From an optimization exercise on the open Yosys and OpenROAD flow, aimed at small area; shortcuts taken in it are not production practice.
The RTL was checked by simulation tests, not by an equivalence proof against the original design.
The clock port is modelled as an ideal driver, which makes a skipped or thinned clock tree look cheaper than it is; a real chip needs a root buffer or a tree.
No activity file was given, so power comes from the tool's default toggle rates.

==> run a <==
// uart_tx
module uart_tx (
    input wire clk,
    input wire rst,
    input wire send,
    input wire [7:0] data,
    output reg tx,
    output reg busy
);
==> module uart_tx, before the edit <==
module uart_tx (
    input wire clk,
    input wire rst,
    input wire send,
    input wire [7:0] data,
    output reg tx,
    output reg busy
);
    localparam [12:0] START = 13'h0e97;
    localparam [12:0] LAST  = 13'h1c50;
    localparam [12:0] MASK  = 13'h01bd;  
    localparam [12:0] POL   = 13'h0aaa;
    reg  [12:0] q;
    wire [12:0] s    = q ^ POL;
    wire        fb   = s[12] ^ (s[3] & s[7]);
    wire        tick = ((s & MASK) == (LAST & MASK));
    wire        run  = busy & ~tick;
    always @(posedge clk)
        q <= (run ? {s[11:0], fb} : START) ^ POL;
    wire       load  = ~busy;         
    wire       shift = tick;          
    wire       hold  = run;           
    reg  [9:0] sr;
    always @(posedge clk)
        sr <= ({10{load}}  & {1'b1, data, 1'b0})
            | ({10{shift}} & {1'b0, sr[9:1]})
            | ({10{hold}}  & sr);
    always @(posedge clk or posedge rst)
        if (rst) begin
            tx   <= 1'b1;
            busy <= 1'b0;
        end else begin
            tx <= sr[0] | ~busy;
            if (!busy)
                busy <= send;
            else if (tick && sr[9:1] == 9'd0)
                busy <= 1'b0;
        end
endmodule
clock: 10.0 ns
lec_check: 0
cap_margin: 20
core_area: 2.3 2.72 63.7 63.28
cts_buf_list: sky130_fd_sc_hd__clkbuf_4
cts_cluster_diameter: 100
cts_cluster_size: 30
die_area: 0 0 66 66
slew_margin: 20
run.sh (not shown) runs the stock make flow with config.mk's settings and CLKGATE_MAP_FILE= SYNTH_SCRIPT=/design/flow/synth_recipe.tcl, a recipe that flattens the netlist after the stock synthesis.
==> run b: changes against run a <==
--- a/flow/design.v
+++ b/flow/design.v
@@ -18,7 +18,7 @@
     always @(posedge clk)
         q <= (run ? {s[11:0], fb} : START) ^ POL;
     wire       load  = ~busy;         
-    wire       shift = tick;          
+    wire       shift = busy & tick;   
     wire       hold  = run;           
     reg  [9:0] sr;
     always @(posedge clk)
==> flow/flow/run.sh (new file) <==
#!/bin/bash
# The standard ORFS layout (standard.sh) with three changes:
#  - synthesis maps the logic with an area-oriented ABC script (synth.tcl,
#    abc_area.script); the registers are the standard synthesis's;
#  - ports are buffered with the smallest buffer (buf_1);
#  - the clock tree is a few clock buffers, each at the centre of a group of
#    nearby flip-flops and fed from the clock port (pre_cts.tcl), instead of
#    TritonCTS's tree.
# Every tool's output is in standard.log and in orfs/logs.
set -euo pipefail
here=$(pwd)
export FLOW_SYNTH_TCL="$here/synth_recipe.tcl"
export AREA_ABC_SCRIPT="$here/flow/abc_area.script"
export BUFFER_PORTS_ARGS="-buffer_cell sky130_fd_sc_hd__buf_1"
export IO_CONSTRAINTS="$here/flow/io.tcl"
export PRE_CTS_TCL="$here/flow/pre_cts.tcl"
export CLOCK_BUFFER_CELL="${CLOCK_BUFFER_CELL:-sky130_fd_sc_hd__clkbuf_4}"
export CLOCK_GROUPS="${CLOCK_GROUPS:-2}"
bash standard.sh "SYNTH_SCRIPT=$here/flow/synth.tcl" finish > standard.log 2>&1
==> flow/flow/abc_area.script (new file) <==
strash
dc2
dch -f
amap -m -F 4 -A 8
topo
==> flow/flow/io.tcl (new file) <==
# Keep all ports together in the middle of the bottom edge, so that the cells
# are placed close together.
set_io_pin_constraint -pin_names {clk rst send data[0] data[1] data[2] data[3] data[4] data[5] data[6] data[7] tx busy} -region bottom:20-46
==> flow/flow/pre_cts.tcl (new file) <==
# Runs inside ORFS's cts.tcl before clock_tree_synthesis, in place of
# TritonCTS: the clock sinks are split into CLOCK_GROUPS groups of nearby
# flip-flops (k-means on their positions), and each group is driven by one
# clock buffer at its centre, fed straight from the clock port.
set block [ord::get_db_block]
set dbu [$block getDbUnitsPerMicron]
set clknet [$block findNet clk]
set k $::env(CLOCK_GROUPS)
set pins {}
set pts {}
foreach it [$clknet getITerms] {
  set bbox [[$it getInst] getBBox]
  lappend pins "[[$it getInst] getName]/[[$it getMTerm] getName]"
  lappend pts [list [expr {([$bbox xMin] + [$bbox xMax]) / 2.0 / $dbu}] \
                    [expr {([$bbox yMin] + [$bbox yMax]) / 2.0 / $dbu}]]
}
set n [llength $pts]
# initial centres: spread along x
set sorted [lsort -real -index 0 $pts]
set cs {}
for {set g 0} {$g < $k} {incr g} {
  lappend cs [lindex $sorted [expr {int(($g + 0.5) * $n / $k)}]]
}
for {set iter 0} {$iter < 20} {incr iter} {
  set asg {}
  foreach p $pts {
    set best 0
    set bd 1e30
    for {set g 0} {$g < $k} {incr g} {
      set c [lindex $cs $g]
      set d [expr {pow([lindex $p 0] - [lindex $c 0], 2) + pow([lindex $p 1] - [lindex $c 1], 2)}]
      if {$d < $bd} { set bd $d; set best $g }
    }
    lappend asg $best
  }
  set ncs {}
  for {set g 0} {$g < $k} {incr g} {
    set sx 0.0; set sy 0.0; set m 0
    foreach p $pts a $asg {
      if {$a == $g} { set sx [expr {$sx + [lindex $p 0]}]; set sy [expr {$sy + [lindex $p 1]}]; incr m }
    }
    if {$m > 0} { lappend ncs [list [expr {$sx / $m}] [expr {$sy / $m}]] } else { lappend ncs [lindex $cs $g] }
  }
  set cs $ncs
}
for {set g 0} {$g < $k} {incr g} {
  set loads {}
  foreach pin $pins a $asg { if {$a == $g} { lappend loads [get_pins $pin] } }
  if {[llength $loads] == 0} continue
  set c [lindex $cs $g]
  puts "clock group $g: [llength $loads] sinks, buffer at ($c)"
  insert_buffer -buffer_cell $::env(CLOCK_BUFFER_CELL) -net clk -load_pins $loads \
    -location $c -buffer_name clkbuf_0_clk_$g -net_name clknet_0_clk_$g
}
set_propagated_clock [all_clocks]
proc clock_tree_synthesis {args} {
  puts "clock_tree_synthesis skipped: clock buffers inserted by pre_cts.tcl"
}
==> flow/flow/synth.tcl (new file) <==
# The standard synthesis (synth_recipe.tcl in the work folder), with the
# technology mapping done by an area-oriented ABC script (abc_area.script)
# instead of ORFS's speed script. Registers are mapped before ABC runs, so
# they are exactly the standard synthesis's.
trace add variable ::abc_script write {apply {args {
  set ::abc_script $::env(AREA_ABC_SCRIPT)
}}}
source $::env(FLOW_SYNTH_TCL)
==> flow/standard.sh (new file) <==
#!/bin/bash
# synth_recipe.tcl (not shown) runs the flow's synth.tcl, then flattens the netlist and writes it again
# the make line also repeats each setting of config.mk as NAME=value (left out here)
make -C /OpenROAD-flow-scripts/flow DESIGN_CONFIG=/design/flow/config.mk WORK_HOME=/design/flow/orfs CLKGATE_MAP_FILE= SYNTH_SCRIPT=/design/flow/synth_recipe.tcl "${@:-finish}"
Settings changed: CTS_BUF_LIST sky130_fd_sc_hd__clkbuf_4 to sky130_fd_sc_hd__clkbuf_8, PLACE_DENSITY set to 0.95.
removed: flow/run.sh
==> run c: changes against run a <==
==> flow/design.v (replaced) <==
module uart_tx (
    input wire clk,
    input wire rst,
    input wire send,
    input wire [7:0] data,
    output reg tx,
    output reg busy
);
    reg [12:0] baud_cnt;
    reg [3:0] bit_index;
    reg [7:0] tx_data;
    reg [1:0] state;  
    always @(posedge clk or posedge rst) begin
        if (rst) begin
            tx <= 1'b1;
            busy <= 0;
            baud_cnt <= 0;
            bit_index <= 0;
            state <= 0;
        end else begin
            case (state)
                0: begin  
                    tx <= 1'b1;
                    busy <= 0;
                    if (send) begin
                        tx_data <= data;
                        state <= 1;
                        busy <= 1;
                        baud_cnt <= 0;
                    end
                end
                1: begin  
                    tx <= 1'b0;
                    if (baud_cnt < 5207)
                        baud_cnt <= baud_cnt + 1;
                    else begin
                        baud_cnt <= 0;
                        state <= 2;
                        bit_index <= 0;
                    end
                end
                2: begin  
                    tx <= tx_data[bit_index];
                    if (baud_cnt < 5207)
                        baud_cnt <= baud_cnt + 1;
                    else begin
                        baud_cnt <= 0;
                        bit_index <= bit_index + 1;
                        if (bit_index == 7)
                            state <= 3;
                    end
                end
                3: begin  
                    tx <= 1'b1;
                    if (baud_cnt < 5207)
                        baud_cnt <= baud_cnt + 1;
                    else begin
                        baud_cnt <= 0;
                        state <= 0;
                        busy <= 0;
                    end
                end
            endcase
        end
    end
endmodule
Settings changed: CORE_AREA 2.3 2.72 63.7 63.28 to not set, CORE_MARGIN set to 2, CORE_UTILIZATION set to 40, CTS_BUF_LIST sky130_fd_sc_hd__clkbuf_4 to sky130_fd_sc_hd__clkbuf_16, CTS_CLUSTER_DIAMETER 100 to not set, CTS_CLUSTER_SIZE 30 to not set, DIE_AREA 0 0 66 66 to not set.
==> run d: changes against run a <==
==> flow/flow/run.sh (new file) <==
#!/bin/bash
# Standard ORFS layout with two changes: ports are buffered with the smallest
# buffer, and clock tree synthesis inserts no dummy loads.
set -euo pipefail
export BUFFER_PORTS_ARGS="-buffer_cell sky130_fd_sc_hd__buf_1"
export CTS_ARGS="-sink_clustering_enable -repair_clock_nets -dont_use_dummy_load -buf_list sky130_fd_sc_hd__clkbuf_8 -sink_clustering_size 30 -sink_clustering_max_diameter 100"
bash standard.sh > standard.log 2>&1
==> flow/standard.sh (new file) <==
#!/bin/bash
# synth_recipe.tcl (not shown) runs the flow's synth.tcl, then flattens the netlist and writes it again
# the make line also repeats each setting of config.mk as NAME=value (left out here)
make -C /OpenROAD-flow-scripts/flow DESIGN_CONFIG=/design/flow/config.mk WORK_HOME=/design/flow/orfs CLKGATE_MAP_FILE= SYNTH_SCRIPT=/design/flow/synth_recipe.tcl "${@:-finish}"
Settings changed: CTS_BUF_LIST sky130_fd_sc_hd__clkbuf_4 to sky130_fd_sc_hd__clkbuf_8, PLACE_DENSITY set to 0.9.
removed: flow/run.sh
==> summary.txt <==
Worst-case headroom to the max-slew limit: run b 61.5%; run c 44.8%; run d 61.3%; run a 61.2%
Met2 Routed Length: run b 625 microns; run c 1470 microns; run d 663 microns; run a 672 microns
Power attributed to combinational cells: run b 0.0000529 W; run c 0.00000590 W; run d 0.0000595 W; run a 0.0000632 W
Post-synth net total: run b 82; run c 153; run d 90; run a 90
Run status: run b no timing/DRC/antenna violations; run c no timing/DRC/antenna violations; run d no timing/DRC/antenna violations; run a no timing/DRC/antenna violations
P_sw: run b 0.0000754 W; run c 0.0000536 W; run d 0.0000875 W; run a 0.0000840 W
Critical path buffer and inverter count: run b 1; run c 2; run d 1; run a 1
Power Density: run b 301 nW/um^2; run c 160 nW/um^2; run d 306 nW/um^2; run a 280 nW/um^2
Peak clock frequency supported by timing: run b 351 MHz; run c 283 MHz; run d 341 MHz; run a 293 MHz
Drt total wl: run b 1230 microns; run c 3080 microns; run d 1550 microns; run a 1510 microns
Hold endpoint: run b q[2]; run c baud_cnt[2]; run d q[2]; run a q[2]
Routing usage on met1: run b 8.03%; run c 22.2%; run d 10.6%; run a 10.7%
Worst VDD drop: run b 0.110 mV; run c 0.0792 mV; run d 0.0797 mV; run a 0.112 mV
Tightest Pin Transition: run b 0.576 ns; run c 0.827 ns; run d 0.581 ns; run a 0.581 ns
Max power group: run b sequential cells; run c the clock network; run d sequential cells; run a sequential cells
Placed cell areas: run b 868 sq um; run c 1690 sq um; run d 936 sq um; run a 1010 sq um
Core occupancy in the finished layout: run b 24.1%; run c 50.6%; run d 26.7%; run a 28.4%
Number of placed instances, taps included: run b 131; run c 193; run d 136; run a 136
Gate Count Post-Synth: run b 71; run c 136; run d 79; run a 79
Non-clock buffering overhead in the final layout: run b -; run c 6.49%; run d 4.61%; run a 11.5%
Initial standard-cell utilization of the core: run b 20.8%; run c 41.5%; run d 23.2%; run a 23.2%
Max stage delay cell, worst path: run b dfstp_2; run c inv_1; run d dfrtp_1; run a clkdlybuf4s50_1
Cell count of the worst reg-to-reg path: run b 6; run c 7; run d 3; run a 3
Worst path max stage delay: run b 0.53 ns; run c 0.60 ns; run d 0.50 ns; run a 0.59 ns
Final Power: run b 0.000266 W; run c 0.000295 W; run d 0.000299 W; run a 0.000291 W
Top layer in use: run b met4; run c met4; run d met3; run a met3
In run b the design's own scripts or RTL, not TritonCTS, make the clock network.

-- afterwards: timing with drivers on the ports --
No port has a modelled driver above. Below, the same layouts with a new extraction and two added sets of constraints.
Step 1 sets driving cells, clkbuf_16 on the clock port and buf_2 on the other inputs (assumed; they add their load-dependent delay and slew).
Step 2 times the ports against the registers' clock, not the clock port: input delays grow and output delays shrink by t, the midpoint of the rising clock arrivals with the driver on.
Slacks: ideal / step 1 / step 2; pairs: ideal / step 1.
run	t (ns)	setup slack, ns	worst setup path after step 2	pins driven straight from the clock port
run a	0.327	6.581 / 6.563 / 6.890	register to output	1
run b	0.196	7.151 / 7.126 / 7.322	register to output	2
run c	0.302	6.462 / 6.468 / 6.166	input to register	1
run d	0.278	7.064 / 7.043 / 7.320	register to output	1
After both steps setup and hold are still met in every run listed. The setup slack of run c, which loses most, moves by +0.006 ns with the drivers and by -0.296 ns with both steps.
